This is an optimization exercise on Yosys and OpenROAD, whose aim is small area, a short achievable clock period and few clock cycles, not a production implementation. Where RTL was checked, it was by simulation tests only, not by an equivalence proof against the original. Power and IR drop assume default switching activity.

Design FFT16_RTL, start of the top module:
module FFT16_RTL (
    input             clk,
    input             reset,
    input             load_en,
    input      [31:0] serial_data_in,
    output reg [31:0] serial_data_out,
    output reg        data_out_valid,
    output reg        fft_done,
    output reg        fft_core_en
);
For scale: about 5300 cells after synthesis, about 870 flip-flops, roughly 0.056 mm^2 of cells after synthesis.
Settings: LEC_CHECK=0, CAP_MARGIN=10, CORE_MARGIN=2, CORE_UTILIZATION=55, CTS_BUF_LIST=sky130_fd_sc_hd__clkbuf_8, CTS_CLUSTER_DIAMETER=40, CTS_CLUSTER_SIZE=16, SETUP_SLACK_MARGIN=5, SLEW_MARGIN=10; clock period 10.0 ns.
standard.sh (not shown) runs the stock make flow with config.mk's settings and CLKGATE_MAP_FILE= SYNTH_SCRIPT=/design/flow/synth_recipe.tcl, a recipe that flattens the netlist after the stock synthesis.
==> flow/flow/run.sh <==
#!/bin/bash
set -euo pipefail
bash standard.sh SETUP_SLACK_MARGIN=6.1 finish > standard.log 2>&1
Testbench counts at the start, summed over its fixed seeds: cycles 18,440.
Change:
- CORE_UTILIZATION: 55 -> 60
- CTS_CLUSTER_DIAMETER: 40 -> 50
- CTS_CLUSTER_SIZE: 16 -> 20
- GPL_ROUTABILITY_DRIVEN: not set -> 0
Effect: Register-to-register slack improves by 0.05 ns. Cell area decreases by 1.6%. Total power falls by 7.2%. Worst hold slack barely changes. Combinational power is about the same. Non-clock buffer count goes up by 2. Global-route usage rises by 2.1 points. Critical path depth does not change. Via count climbs by 0.80%. Clock skew increases by 0.012 ns. Wire length came out lower by 2.3%.
Change:
- CAP_MARGIN: 10 -> 20
- CTS_CLUSTER_DIAMETER: 50 -> 40
- CTS_CLUSTER_SIZE: 20 -> 16
- GPL_ROUTABILITY_DRIVEN: 0 -> not set
- SLEW_MARGIN: 10 -> 30
Utilization grows by 0.45 points.
Wire length grows by 0.41%.
Worst setup slack gets better by 0.0051 ns.
Change:
- CAP_MARGIN: 20 -> 10
- CTS_CLUSTER_DIAMETER: 40 -> 50
- CTS_CLUSTER_SIZE: 16 -> 20
- SLEW_MARGIN: 30 -> 10
Result:
- global-route usage drops by 0.24 points
- via count barely changes
- first-iteration DRC count shrinks slightly
- power went down by a little under a tenth
Change:
==> flow/flow/run.sh (replaced) <==
#!/bin/bash
set -euo pipefail
bash standard.sh SETUP_SLACK_MARGIN=6.0 finish > standard.log 2>&1
- CAP_MARGIN: 10 -> 20
- SLEW_MARGIN: 10 -> 30
- The new run completed with no timing, DRC or antenna violations
- die area does not change
- design area came out lower slightly
- core utilization came out lower by 1.0 points
- worst setup slack degrades by 0.075 ns
- total power came out lower slightly
- register-to-register slack degrades by 0.09 ns
- worst hold slack degrades by 0.0037 ns
- count of clock-buffer cells in the layout came out lower by 3
- global-route usage hardly moves
Change:
==> flow/flow/run.sh (replaced) <==
#!/bin/bash
set -euo pipefail
bash standard.sh SETUP_SLACK_MARGIN=6.1 finish > standard.log 2>&1
- PLACE_DENSITY: not set -> 0.72
- The new run passed the timing, design-rule and antenna checks
- clock skew came out lower by 0.0059 ns
- count of clock-buffer cells in the layout came out lower by 2
- setup slack improves by 0.078 ns
- sequential share of layout area came out lower by 0.47 points
- utilization came out higher by 0.95 points
- design area came out higher slightly
- non-clock buffer count came out higher by 49
- clock power came out higher slightly
- critical path depth stays the same
- wire length came out lower slightly
- register-to-register slack improves by 0.09 ns

========
## the previous run
FFT16_RTL, a different RTL version from the one above (not shown whole).
Size in the first run: roughly 5400 cells after synthesis, roughly 840 flip-flops, about 59000 sq um of cells after synthesis.
Settings: LEC_CHECK=0, ABC_CLOCK_PERIOD_IN_PS=3000, CAP_MARGIN=20, CORE_MARGIN=2, CORE_UTILIZATION=60, SETUP_SLACK_MARGIN=5, SLEW_MARGIN=30; clock period 10.0 ns.
run.sh (not shown) runs the stock make flow with config.mk's settings and CLKGATE_MAP_FILE= SYNTH_SCRIPT=/design/flow/synth_recipe.tcl, a recipe that flattens the netlist after the stock synthesis.
Stock flow here: none of the scripts above is used.
### the previous run -> the current run
Settings: a deleted ABC_CLOCK_PERIOD_IN_PS that had been 3000; a change of CORE_UTILIZATION from 60 to 40; a deleted SETUP_SLACK_MARGIN that had been 5.
[summary]
- Across the previous run and the current run, none had a timing, DRC or antenna violation.
- NOTE: proportion of power drawn by flip-flops and latches in the current run falls short of that of the previous run
- The current run ended up with Alo3[15] as its endpoint of the worst setup timing path; the previous run ended up with Alo3[14].
- The multi-input combinational cell area of the previous run and that of the current run are within noise of each other.
- Largest driver fanout on the critical path sits higher in the current run than in the previous run.
- Comparing the previous run and the current run, the lower count of clock-buffer cells in the layout is on the previous run.
- Between the previous run and the current run, post-route minimum period is higher for the current run, the previous run comes in under that.
- The number of stages on the worst hold path on the current run is in line with that on the previous run.
- In the metrics for the previous run and the current run, the one carrying the higher sequential share of layout area is the previous run.
- The lower worst endpoint data arrival time came out of the previous run.
No run of this note included a check of the RTL's function; only the layout flow was run.

========
Another version of the RTL of FFT16_RTL (not shown whole).
Size in the first run: roughly 870 flip-flops, about 70 I/O pins, about 0.058 sq mm of cells after synthesis.
clock: 10.0 ns
lec_check: 0
cap_margin: 20
core_margin: 2
core_utilization: 60
cts_buf_list: sky130_fd_sc_hd__clkbuf_8
cts_cluster_diameter: 50
cts_cluster_size: 20
setup_slack_margin: 5
slew_margin: 30
standard.sh (not shown) runs the stock make flow with config.mk's settings and CLKGATE_MAP_FILE= SYNTH_SCRIPT=/design/flow/synth_recipe.tcl, a recipe that flattens the netlist after the stock synthesis.
==> flow/flow/run.sh <==
#!/bin/bash
set -euo pipefail
bash standard.sh SETUP_SLACK_MARGIN=6.5 finish > standard.log 2>&1
Testbench counts at the start, summed over its fixed seeds: cycles 18,440.
==> next run, changes <==
==> flow/flow/run.sh (replaced) <==
#!/bin/bash
set -euo pipefail
bash standard.sh SETUP_SLACK_MARGIN=6.1 finish > standard.log 2>&1
Non-clock buffer count falls by 144.
Final area falls by 4.5%.
Sequential share of layout area rises by 1.5 points.
Setup slack is worse by 0.053 ns.
Total power falls by about 1%.
Count of clock-buffer cells in the layout rises by 2.

static timing again, ports no longer ideal:
The flow's constraints put no driver on any port. The routed layouts listed below were extracted and timed again, unchanged, in two steps. Step 1 assumes that a clkbuf_16 drives the clock port and a buf_2 every other input. Step 2 moves the port delays by t, midway between the first and last clock arrival at a register: inputs arrive t later, outputs are due t later. That takes back most of the time a late clock gives input paths. a / b / c = ideal ports / drivers / drivers and shift; a / b = the first two.
run | t, ns | setup slack, ns | worst setup path at the end | slew at the worst register clock pin (ns)
the first run of note 1 | 0.900 | 6.094 / 6.094 / 5.303 | input to register | 0.09 / 0.09
the second run of note 1 | 0.830 | 6.126 / 6.141 / 5.335 | input to register | 0.11 / 0.11
the third run of note 1 | 0.879 | 6.131 / 6.131 / 5.302 | input to register | 0.10 / 0.10
the fourth run of note 1 | 0.838 | 6.125 / 6.148 / 5.331 | input to register | 0.11 / 0.11
the fifth run of note 1 | 0.830 | 6.050 / 6.065 / 5.275 | input to register | 0.12 / 0.12
the sixth run of note 1 | 0.815 | 6.129 / 6.151 / 5.352 | input to register | 0.12 / 0.12
the previous run | 0.795 | 5.181 / 5.181 / 5.181 | register to register | 0.07 / 0.07
the current run | 0.792 | 4.605 / 4.605 / 4.605 | register to register | 0.07 / 0.07
the first run of note 3 | 0.857 | 6.192 / 6.192 / 5.656 | input to register | 0.11 / 0.11
the second run of note 3 | 0.876 | 6.139 / 6.139 / 5.326 | input to register | 0.11 / 0.11
After both steps every run listed still meets setup and hold. The setup slack of the third run of note 1, which loses most, moves by 0.000 ns with the drivers and by -0.829 ns with both steps.
